This design comes from an exercise in tuning for small area, a short achievable clock period and few clock cycles on the open sky130 flow, not from production work. In this exercise RTL edits were held to simulation tests only and were not proved equivalent to the original. No activity file was given, so power comes from the tool's default toggle rates.

== job 9832 ==
==> flow/design.v (excerpt) <==
module top (
    input clk,
    input rst_n,
    input start,
    input valid,
    input [7:0] data_A,
    input [7:0] data_B,
    input [3:0] instruction,
    input [7:0] count,
    output reg [7:0] third_largest,
    output reg finish
);
For scale: roughly 440 cells after synthesis, roughly 64 flip-flops, about 41 I/O pins, roughly 3600 sq um of cells after synthesis.
Settings: LEC_CHECK=0, CAP_MARGIN=20, CORE_MARGIN=2, CORE_UTILIZATION=40, SETUP_SLACK_MARGIN=3.8, SLEW_MARGIN=20, TNS_END_PERCENT=10; clock period 6.0 ns.
standard.sh (not shown) runs the stock make flow with config.mk's settings and CLKGATE_MAP_FILE= SYNTH_SCRIPT=/design/flow/synth_recipe.tcl, a recipe that flattens the netlist after the stock synthesis.
==> flow/flow/run.sh <==
#!/bin/bash
# Standard layout, except:
#  - plain buffers (buf_1) on the ports instead of the delay buffers
#    buffer_ports picks by default;
#  - synthesis maps the logic with a delay-driven ABC script
#    (flow/abc_delay.script) instead of ORFS's abc_speed script. Everything
#    else in synthesis is the standard flow's own (flow/synth.tcl is synth_recipe.tcl with
#    an abc wrapper that swaps in the script), so the registers are the same.
set -o pipefail
FLOW_DIR=$(cd "$(dirname "$0")" && pwd)
export BUFFER_PORTS_ARGS="-buffer_cell sky130_fd_sc_hd__buf_1"
export MY_ABC_SCRIPT=$FLOW_DIR/abc_delay.script
bash standard.sh SYNTH_SCRIPT=$FLOW_DIR/synth.tcl finish > standard.log 2>&1
==> flow/flow/abc_delay.script <==
strash
dch
map -D 1000
buffer -p
upsize -D 1000
dnsize -D 1000
stime -p
==> flow/flow/synth.tcl <==
proc synth {args} { yosys synth -nofsm -noshare {*}$args }

proc abc {args} {
  set i [lsearch -exact $args -script]
  if {$i >= 0 && [info exists ::env(MY_ABC_SCRIPT)]} { lset args [expr {$i + 1}] $::env(MY_ABC_SCRIPT) }
  yosys abc {*}$args
}
source $::env(SCRIPTS_DIR)/synth.tcl
# left out here: clear keep_hierarchy, flatten, clean up, hide names made inside functions, write 1_2_yosys.v
Testbench counts of job 9832, summed over its fixed seeds: cycles 3,621.
> inputs changed (job 9832 -> job 2735)
==> flow/flow/abc_delay.script <==
strash
dc2
dch
map -D 1200
buffer -p
upsize -D 1200
dnsize -D 1200
--- a/flow/config.mk
+++ b/flow/config.mk
@@ -12,2 +12 @@
 export SLEW_MARGIN = 20
-export TNS_END_PERCENT = 10
### Flow results
Period utilization: job 2735 and job 9832 compared, higher one is job 9832
Higher fraction of area in clock buffers and inverters was reported by job 2735, not job 9832.
Looking at share of the final layout cell area in multi-input gates across job 2735 and job 9832, the one that comes out lower is job 2735.
Detailed-route wire length in job 2735 is 140 microns higher than in job 9832
No stage failed in job 2735, and the final checks on the layout all came back clean.
Job 9832 → job 2735: combined buffer and inverter count along the critical path rose 4; synthesized area fell 0.87%.
[job 2735] area of the core fell about 0.5% relative to job 9832
Job 2735 against job 9832: fraction of area in registers fell 2.8 points, post-synthesis to final-layout area growth rose by 11 points.
Utilization: job 2735 higher than job 9832
Job 2735 leaves more setup margin than job 9832.
Setup changes, job 2735 to job 4211
==> flow/flow/abc_delay.script <==
strash
dch
map -D 1000
buffer -p
upsize -D 1000
dnsize -D 1000
stime -p
--- a/flow/config.mk
+++ b/flow/config.mk
@@ -9,3 +9,3 @@
 export CORE_MARGIN = 2
-export CORE_UTILIZATION = 40
+export CORE_UTILIZATION = 60
 export SETUP_SLACK_MARGIN = 3.8
Findings:
In the reports for job 2735 and job 4211, the smaller critical path depth belongs to job 4211. On count of plain and timing-repair buffers in the layout: between job 2735 and job 4211, it ends up higher for job 2735. Job 4211 packs its core more tightly than job 2735. Against job 2735, job 4211 comes in 0.045 ns higher on final worst-path setup slack.

Starting RTL as in the previous note.
==> flow/config.mk <==
export PLATFORM = sky130hd
export DESIGN_NAME = top
export DESIGN_NICKNAME = top
export VERILOG_FILES = /design/flow/design.v
export SDC_FILE = /design/flow/constraint.sdc
export NUM_CORES = 4
export LEC_CHECK = 0
export CAP_MARGIN = 20
export CORE_MARGIN = 2
export CORE_UTILIZATION = 40
export SETUP_SLACK_MARGIN = 3.8
export SLEW_MARGIN = 20
==> flow/constraint.sdc <==
create_clock -name core_clock -period 6.0 [get_ports {clk}]
set_input_delay 1.2000 -clock core_clock [delete_from_list [all_inputs] [get_ports {clk}]]
set_output_delay 1.2000 -clock core_clock [all_outputs]
set_load 0.01 [all_outputs]
==> flow/flow/abc_delay.script <==
strash
dch
map -D 800
buffer -p
upsize -D 800
dnsize -D 800
stime -p
Scripts as last shown in full above: flow/flow/run.sh, flow/flow/synth.tcl
Testbench counts at the start, summed over its fixed seeds: cycles 3,621.
Rerun with:
==> flow/flow/abc_delay.script (replaced) <==
strash
dch
map -D 1000
buffer -p
upsize -D 1000
dnsize -D 1000
stime -p
- CTS_CLUSTER_DIAMETER: default -> 100
- CTS_CLUSTER_SIZE: default -> 30
=> Worst setup slack improved by 0.0079 ns. Final area fell by 0.33%. Via count drops by about 0.9%.
Rerun with:
==> flow/flow/run.sh (replaced) <==
#!/bin/bash
# Standard layout, with plain buffers (buf_2) on the ports instead of the
# delay buffers buffer_ports picks by default.
set -o pipefail
export BUFFER_PORTS_ARGS="-buffer_cell sky130_fd_sc_hd__buf_1"
bash standard.sh > standard.log 2>&1
- ABC_CLOCK_PERIOD_IN_PS: default -> 2200
- CTS_CLUSTER_DIAMETER: 100 -> default
- CTS_CLUSTER_SIZE: 30 -> default
removed: flow/flow/abc_delay.script
removed: flow/flow/synth.tcl
=>
- The new run finished with timing, DRC and antenna clean
- via count is lower by 6.4%
- die area is higher by 4.0%
- core utilization is higher by 0.90 points
- setup slack loses 0.14 ns
- final area is higher by about 7%
- critical path depth is higher by 5
- wire length is higher by about 1.4%
- global-route usage is lower by 0.88 points
- final cell count is lower by 9.5%

== job 236 ==
Starting RTL as in the previous note.
clock: 6.0 ns
lec_check: 0
cap_margin: 20
core_margin: 2
core_utilization: 40
setup_slack_margin: 4.0
slew_margin: 20
==> flow/flow/run.sh <==
#!/bin/bash
# Standard layout, except:
#  - plain buffers (buf_1) on the ports instead of the delay buffers
#    buffer_ports picks by default;
#  - synthesis maps the logic with a delay-driven ABC script
#    (flow/abc_delay.script) instead of ORFS's abc_speed script. Everything
#    else in synthesis is the standard flow's own (flow/synth.tcl is synth_recipe.tcl with
#    an abc wrapper that swaps in the script), so the registers are the same.
set -o pipefail
FLOW_DIR=$(cd "$(dirname "$0")" && pwd)
export BUFFER_PORTS_ARGS="-buffer_cell sky130_fd_sc_hd__buf_1"
export MY_ABC_SCRIPT=$FLOW_DIR/abc_delay.script
bash standard.sh SYNTH_SCRIPT=$FLOW_DIR/synth.tcl finish > standard.log 2>&1
==> flow/flow/abc_delay.script <==
strash
dch
map -D 1000
buffer -p
upsize -D 1000
dnsize -D 1000
stime -p
==> flow/flow/synth.tcl <==
proc synth {args} { yosys synth -nofsm -noshare {*}$args }

proc abc {args} {
  set i [lsearch -exact $args -script]
  if {$i >= 0 && [info exists ::env(MY_ABC_SCRIPT)]} { lset args [expr {$i + 1}] $::env(MY_ABC_SCRIPT) }
  yosys abc {*}$args
}
source $::env(SCRIPTS_DIR)/synth.tcl
# left out here: clear keep_hierarchy, flatten, clean up, hide names made inside functions, write 1_2_yosys.v
Testbench counts of job 236, summed over its fixed seeds: cycles 3,621.
The following lists how job 8113 was set up differently from job 236:
# job 236
export LEC_CHECK = 0
export CAP_MARGIN = 20
export CORE_MARGIN = 2
export CORE_UTILIZATION = 40
export SETUP_SLACK_MARGIN = 4.0
export SLEW_MARGIN = 20
create_clock -name core_clock -period 6.0 [get_ports {clk}]
# job 8113
export LEC_CHECK = 0
export CAP_MARGIN = 20
export CORE_MARGIN = 2
export CORE_UTILIZATION = 40
export SETUP_SLACK_MARGIN = 3.8
export SLEW_MARGIN = 20
create_clock -name core_clock -period 6.0 [get_ports {clk}]
==> flow/flow/abc_delay.script <==
strash
dch
map -D 1500
buffer -p
upsize -D 1500
dnsize -D 1500
==> results.txt <==
- Against job 236 as the reference, job 8113 delivers a higher clock period minus final worst setup slack.
- In terms of die extent in x, job 8113 and job 236 differ only marginally.
- Per the comparison of job 8113 with job 236, synthesized netlist cell count rose by about 3%; cell area reported after detailed placement fell by about 0.5%; final design instance area without fill fell by about 4.4%.
- Between job 236 and job 8113, the flow reports routability-driven placement congestion ratio increasing by a few percent.

top, a different RTL version from the one above (not shown whole).
Size in the first run: ~430 cells after synthesis, ~65 flip-flops, about 41 I/O pins, roughly 3900 sq um of cells after synthesis.
export LEC_CHECK = 0
export ABC_CLOCK_PERIOD_IN_PS = 1400
export CAP_MARGIN = 20
export CORE_MARGIN = 2
export CORE_UTILIZATION = 40
export SETUP_SLACK_MARGIN = 4.0
export SLEW_MARGIN = 20
create_clock -name core_clock -period 6.0 [get_ports {clk}]
==> flow/flow/run.sh <==
#!/bin/bash
# Standard layout, with plain buffers (buf_2) on the ports instead of the
# delay buffers buffer_ports picks by default.
set -o pipefail
export BUFFER_PORTS_ARGS="-buffer_cell sky130_fd_sc_hd__buf_2"
bash standard.sh > standard.log 2>&1
Testbench counts at the start, summed over its fixed seeds: cycles 3,621.
Edit:
--- a/flow/config.mk
+++ b/flow/config.mk
@@ -6,8 +6,8 @@
 export NUM_CORES = 4
 export LEC_CHECK = 0
-export ABC_CLOCK_PERIOD_IN_PS = 1400
+export ABC_CLOCK_PERIOD_IN_PS = 2000
 export CAP_MARGIN = 20
 export CORE_MARGIN = 2
 export CORE_UTILIZATION = 40
-export SETUP_SLACK_MARGIN = 4.0
+export SETUP_SLACK_MARGIN = 4.1
 export SLEW_MARGIN = 20
Via count goes up by 2.4%; total power goes up by 0.97%; clock skew is about the same; global-route usage goes up by 0.86 points; worst hold slack is better by 21 ps; non-clock buffer count goes up by 5.
Edit:
--- a/flow/config.mk
+++ b/flow/config.mk
@@ -6,8 +6,8 @@
 export NUM_CORES = 4
 export LEC_CHECK = 0
-export ABC_CLOCK_PERIOD_IN_PS = 2000
+export ABC_CLOCK_PERIOD_IN_PS = 1000
 export CAP_MARGIN = 20
 export CORE_MARGIN = 2
 export CORE_UTILIZATION = 40
-export SETUP_SLACK_MARGIN = 4.1
+export SETUP_SLACK_MARGIN = 3.8
 export SLEW_MARGIN = 20
- The changed run produced a clean layout
- cell area went down by 6.5%
- via count goes up by 0.62%
- sequential share of layout area climbs by 1.5 points
- fmax went down by 0.57%
Edit:
==> flow/run.sh (new file) <==
#!/bin/bash
# synth_recipe.tcl (not shown) runs the flow's synth.tcl, then flattens the netlist and writes it again
# the make line also repeats each setting of config.mk as NAME=value (left out here)
make -C /OpenROAD-flow-scripts/flow DESIGN_CONFIG=/design/flow/config.mk WORK_HOME=/design/flow/orfs CLKGATE_MAP_FILE= SYNTH_SCRIPT=/design/flow/synth_recipe.tcl finish
--- a/flow/config.mk
+++ b/flow/config.mk
@@ -6,5 +6,5 @@
 export NUM_CORES = 4
 export LEC_CHECK = 0
-export ABC_CLOCK_PERIOD_IN_PS = 1000
+export ABC_CLOCK_PERIOD_IN_PS = 2200
 export CAP_MARGIN = 20
 export CORE_MARGIN = 2
removed: flow/flow/run.sh
removed: flow/standard.sh
=> Register-to-register slack gets worse by 40 ps. Clock-buffer cell count stays the same. Maximum frequency came out lower by 1.6%. Cell area came out higher by 4.7%. Routed wire length came out lower by 4.0%. First-iteration DRC count came out higher by 45%. Sequential cell count does not change. Hold slack gets better by 4.1 ps. Via count came out lower by 2.3%.

job 101:
The RTL this note starts from:
==> flow/design.v <==
`timescale 1ns/1ps
module ALU (
    input  [7:0] A,
    input  [7:0] Bx,
    input  [3:0] instruction,
    input        item,
    output [7:0] F
);
    wire [3:0] op = instruction;
    wire [2:0] k  = Bx[2:0];                    
    wire is_as  = item & ~op[3] & ~op[2] & ~op[1];            
    wire is_shf = item & ~op[3] & ~op[2] & op[1];             
    wire is_rot = item & ~op[3] & op[2] & ~op[1];             
    wire left   = op[0];
    wire is_and = item & ~op[3] & op[2] & op[1] & ~op[0];    
    wire is_or  = item & ~op[3] & op[2] & op[1] & op[0];     
    wire is_not = item & op[3] & ~op[2] & ~op[1] & ~op[0];   
    wire is_xor = item & op[3] & ~op[2] & ~op[1] & op[0];    
    wire [7:0] sum = A + Bx;
    wire [7:0] p   = A ^ Bx;
    wire [7:0] g   = A & Bx;
    wire a0 = k[0];
    wire a1 = k[1] ^ (left & k[0]);
    wire a2 = k[2] ^ (left & (k[1] | k[0]));
    wire [7:0] s1 = a0 ? {A[0],    A[7:1]}  : A;
    wire [7:0] s2 = a1 ? {s1[1:0], s1[7:2]} : s1;
    wire [7:0] s4 = a2 ? {s2[3:0], s2[7:4]} : s2;
    wire shf_ok = is_shf & ~|Bx[7:3];
    wire rot_ok = is_rot & ~|Bx[7:4] & ~(Bx[3] & |k);
    wire [7:0] keep;
    genvar i;
    generate for (i = 0; i < 8; i = i + 1) begin : kp
        assign keep[i] = rot_ok | (shf_ok & (left ? (k <= i) : (k <= 7 - i)));
    end endgenerate
    assign F = ({8{is_as}} & sum) | (keep & s4) |
               ({8{is_xor | is_or}} & p) | ({8{is_and | is_or}} & g) | ({8{is_not}} & ~A);
endmodule
`timescale 1ns/1ps
module top (
    input clk,
    input rst_n,
    input start,
    input valid,
    input [7:0] data_A,
    input [7:0] data_B,
    input [3:0] instruction,
    input [7:0] count,
    output reg [7:0] third_largest,
    output reg finish
);
    reg [7:0] a_q, b_q;
    reg [3:0] op_q;
    reg       item_q;      
    reg [7:0] r;           
    reg [7:0] remaining;   
    reg [7:0] largest, second_largest;
    reg       last1, last2;
    wire [7:0] alu_result;
    ALU alu_inst (
        .A(a_q),
        .Bx(b_q),
        .instruction(op_q),
        .item(item_q),
        .F(alu_result)
    );
    wire [7:0] b_neg = {|data_B[6:0], |data_B[5:0], |data_B[4:0], |data_B[3:0],
                        |data_B[2:0], |data_B[1:0], data_B[0], 1'b0};
    wire [7:0] low_zero = {~|remaining[6:0], ~|remaining[5:0], ~|remaining[4:0],
                           ~|remaining[3:0], ~|remaining[2:0], ~|remaining[1:0],
                           ~remaining[0], 1'b1};
    always @(posedge clk) begin
        a_q     <= data_A;
        b_q     <= data_B ^ ({8{instruction == 4'b0001}} & b_neg);    
        op_q    <= instruction;
        r       <= alu_result;
        if (start)
            remaining <= count;
        else if (valid)
            remaining <= remaining ^ low_zero;
    end
    always @(posedge clk or negedge rst_n) begin
        if (!rst_n)
            item_q <= 1'b0;
        else
            item_q <= valid;
    end
    always @(posedge clk or negedge rst_n) begin
        if (!rst_n) begin
            last1  <= 1'b0;
            last2  <= 1'b0;
            finish <= 1'b0;
        end else begin
            last1  <= (valid && remaining == 8'd1) || (start && count == 8'd0);
            last2  <= last1;
            finish <= last2;
        end
    end
    function [1:0] cmp8;
        input [7:0] a, b;
        reg [7:0] g, l;
        reg [3:0] g1, l1;
        reg [1:0] g2, l2;
        integer i;
        begin
            g = a & ~b;
            l = ~a & b;
            for (i = 0; i < 4; i = i + 1) begin
                g1[i] = g[2*i+1] | (~l[2*i+1] & g[2*i]);
                l1[i] = l[2*i+1] | (~g[2*i+1] & l[2*i]);
            end
            for (i = 0; i < 2; i = i + 1) begin
                g2[i] = g1[2*i+1] | (~l1[2*i+1] & g1[2*i]);
                l2[i] = l1[2*i+1] | (~g1[2*i+1] & l1[2*i]);
            end
            cmp8 = {g2[1] | (~l2[1] & g2[0]), l2[1] | (~g2[1] & l2[0])};
        end
    endfunction
    wire gt1, lt1, gt2, lt2, gt3, lt3;
    assign {gt1, lt1} = cmp8(r, largest);
    assign {gt2, lt2} = cmp8(r, second_largest);
    assign {gt3, lt3} = cmp8(r, third_largest);
    wire eq1 = ~gt1 & ~lt1;
    wire eq2 = ~gt2 & ~lt2;
    wire upd1 = gt1 | start;
    wire upd2 = (gt2 & ~eq1) | start;
    wire upd3 = (gt3 & ~eq2 & ~eq1) | start;
    wire [7:0] new2 = gt1 ? largest : r;
    wire [7:0] new3 = gt2 ? second_largest : r;
    always @(posedge clk) begin
        if (upd1) largest        <= r;
        if (upd2) second_largest <= new2;
        if (upd3) third_largest  <= new3;
    end
endmodule
export LEC_CHECK = 0
export CAP_MARGIN = 20
export CORE_MARGIN = 2
export CORE_UTILIZATION = 40
export CTS_BUF_LIST = sky130_fd_sc_hd__clkbuf_8 sky130_fd_sc_hd__clkbuf_4
export SETUP_SLACK_MARGIN = 3.8
export SLEW_MARGIN = 20
create_clock -name core_clock -period 6.0 [get_ports {clk}]
==> flow/flow/run.sh <==
#!/bin/bash
# Standard layout, except:
#  - plain buffers (buf_1) on the ports instead of the delay buffers
#    buffer_ports picks by default;
#  - synthesis maps the logic with a delay-driven ABC script
#    (flow/abc_delay.script) instead of ORFS's abc_speed script. Everything
#    else in synthesis is the standard flow's own (flow/synth.tcl is synth_recipe.tcl with
#    an abc wrapper that swaps in the script), so the registers are the same.
set -o pipefail
FLOW_DIR=$(cd "$(dirname "$0")" && pwd)
export BUFFER_PORTS_ARGS="-buffer_cell sky130_fd_sc_hd__buf_1"
export MY_ABC_SCRIPT=$FLOW_DIR/abc_delay.script
bash standard.sh SYNTH_SCRIPT=$FLOW_DIR/synth.tcl finish > standard.log 2>&1
==> flow/flow/abc_delay.script <==
strash
dch
map -D 1000
buffer -p
upsize -D 1000
dnsize -D 1000
stime -p
Scripts as last shown in full above: flow/flow/synth.tcl
Testbench counts of job 101, summed over its fixed seeds: cycles 3,621.
Inputs modified between job 101 and job 102:
# job 101
export LEC_CHECK = 0
export CAP_MARGIN = 20
export CORE_MARGIN = 2
export CORE_UTILIZATION = 40
export CTS_BUF_LIST = sky130_fd_sc_hd__clkbuf_8 sky130_fd_sc_hd__clkbuf_4
export SETUP_SLACK_MARGIN = 3.8
export SLEW_MARGIN = 20
create_clock -name core_clock -period 6.0 [get_ports {clk}]
# job 102
export LEC_CHECK = 0
export CAP_MARGIN = 20
export CORE_MARGIN = 2
export CORE_UTILIZATION = 40
export SETUP_SLACK_MARGIN = 3.6
export SLEW_MARGIN = 20
create_clock -name core_clock -period 6.0 [get_ports {clk}]
Results
Diff job 102 and job 101: non-clock buffer instance count of the final layout higher in job 101
Against job 101 as the reference, job 102 delivers a lower switching power summed over all nets.
Job 102 vs job 101 — detailed-route wire length per cell dropped 0.20 um.
## Diff of input files: job 103 against job 102
# job 102
export LEC_CHECK = 0
export CAP_MARGIN = 20
export CORE_MARGIN = 2
export CORE_UTILIZATION = 40
export SETUP_SLACK_MARGIN = 3.6
export SLEW_MARGIN = 20
create_clock -name core_clock -period 6.0 [get_ports {clk}]
# job 103
export LEC_CHECK = 0
export CAP_MARGIN = 20
export CORE_MARGIN = 2
export CORE_UTILIZATION = 40
export SETUP_SLACK_MARGIN = 3.8
export SLEW_MARGIN = 20
create_clock -name core_clock -period 6.0 [get_ports {clk}]
Results
- Both conditions hold for job 103: the flow ran to the end and the final layout passed the timing, design-rule and antenna checks.
- For register clock-pin slew on the reported worst setup and hold paths, job 103 and job 102 come out practically identical.
- Job 103 falls short of job 102 in number of vias after detailed routing.
- Summary — number of global-route vias before repair, job 103 relative to job 102: higher, by about 5%.
The following lists how job 104 was set up differently from job 103:
# job 103
export LEC_CHECK = 0
export CAP_MARGIN = 20
export CORE_MARGIN = 2
export CORE_UTILIZATION = 40
export SETUP_SLACK_MARGIN = 3.8
export SLEW_MARGIN = 20
create_clock -name core_clock -period 6.0 [get_ports {clk}]
# job 104
export LEC_CHECK = 0
export CAP_MARGIN = 20
export CORE_MARGIN = 2
export CORE_UTILIZATION = 40
export SETUP_SLACK_MARGIN = 3.7
export SLEW_MARGIN = 20
create_clock -name core_clock -period 6.0 [get_ports {clk}]
## What came out
Status: y dimension of the die parity (job 104, job 103). ~same part of the total power dissipated in the clock network in job 103 and job 104. Job 104 against job 103: worst hold margin level, combinational power level, final period demand of the worst path moved up, sequential share of layout area moved up.
[inputs] job 105 vs job 104
# job 104
export LEC_CHECK = 0
export CAP_MARGIN = 20
export CORE_MARGIN = 2
export CORE_UTILIZATION = 40
export SETUP_SLACK_MARGIN = 3.7
export SLEW_MARGIN = 20
create_clock -name core_clock -period 6.0 [get_ports {clk}]
# job 105
export LEC_CHECK = 0
export CAP_MARGIN = 20
export CORE_MARGIN = 2
export CORE_UTILIZATION = 40
export SETUP_SLACK_MARGIN = 3.9
export SLEW_MARGIN = 20
create_clock -name core_clock -period 6.0 [get_ports {clk}]
Findings:
Diff job 104 -> job 105: number of buffer and inverter instances along the worst setup path neither gained nor lost much, worst hold slack after final layout neither gained nor lost much. Job 105 ended with less sequential power than job 104. According to the power report, total power for job 105 is higher than for job 104. Via count was higher in the run labelled job 105. Between job 104 and job 105, post-cts resize count is higher for job 105, job 104 comes in under that. Shortest period the worst path allows | job 105 below job 104.

==> what the ideal ports hide <==
Ports are ideal in the flow. The routed layouts listed here were re-timed in OpenROAD.
Step 1 sets driving cells, clkbuf_16 on the clock port and buf_2 on the other inputs (assumed; they add their load-dependent delay and slew).
Step 2, shift: input delay + t, output delay - t, t = (earliest + latest rising clock arrival at the registers) / 2. This alone moves slack from input paths to output paths.
a / b / c = no drivers / after step 1 / after step 2; a / b = the first two.
run	t (ns)	setup slack, ns	worst hold slack (ns)	clock arrival spread, ns	worst register clock-pin slew, ns
job 9832	0.366	3.814 / 3.826 / 3.459	0.356 / 0.356 / 0.356	0.014 / 0.013	0.08 / 0.08
job 2735	0.370	3.827 / 3.838 / 3.468	0.353 / 0.353 / 0.353	0.015 / 0.014	0.08 / 0.08
job 4211	0.365	3.873 / 3.843 / 3.596	0.359 / 0.359 / 0.359	0.009 / 0.009	0.07 / 0.07
the first run of note 2	0.372	3.879 / 3.848 / 3.625	0.353 / 0.353 / 0.353	0.011 / 0.010	0.08 / 0.08
the second run of note 2	0.367	3.886 / 3.855 / 3.596	0.356 / 0.356 / 0.356	0.011 / 0.011	0.08 / 0.08
the third run of note 2	0.364	3.742 / 3.742 / 3.546	0.360 / 0.360 / 0.360	0.011 / 0.011	0.08 / 0.08
job 236	0.369	3.921 / 3.890 / 3.689	0.357 / 0.357 / 0.357	0.010 / 0.011	0.07 / 0.07
job 8113	0.374	3.887 / 3.855 / 3.583	0.353 / 0.353 / 0.353	0.009 / 0.009	0.08 / 0.08
the first run of note 4	0.378	3.760 / 3.760 / 3.644	0.358 / 0.358 / 0.358	0.011 / 0.011	0.08 / 0.08
the second run of note 4	0.378	3.780 / 3.780 / 3.613	0.379 / 0.379 / 0.379	0.008 / 0.008	0.08 / 0.08
the third run of note 4	0.366	3.767 / 3.767 / 3.622	0.354 / 0.354 / 0.354	0.007 / 0.007	0.07 / 0.07
the fourth run of note 4	0.370	3.731 / 3.731 / 3.481	0.358 / 0.358 / 0.358	0.007 / 0.007	0.08 / 0.08
job 101	0.368	3.887 / 3.855 / 3.595	0.356 / 0.356 / 0.356	0.013 / 0.013	0.08 / 0.08
job 102	0.359	3.772 / 3.781 / 3.422	0.356 / 0.356 / 0.356	0.012 / 0.011	0.07 / 0.07
job 103	0.367	3.886 / 3.855 / 3.596	0.356 / 0.356 / 0.356	0.011 / 0.011	0.08 / 0.08
job 104	0.360	3.874 / 3.844 / 3.525	0.355 / 0.355 / 0.355	0.012 / 0.011	0.07 / 0.07
job 105	0.363	3.893 / 3.862 / 3.664	0.353 / 0.353 / 0.353	0.010 / 0.009	0.08 / 0.08
After both steps every run listed still meets setup and hold. For job 2735, which loses most, drivers alone change the setup slack by +0.011 ns; drivers and shift together by -0.359 ns.
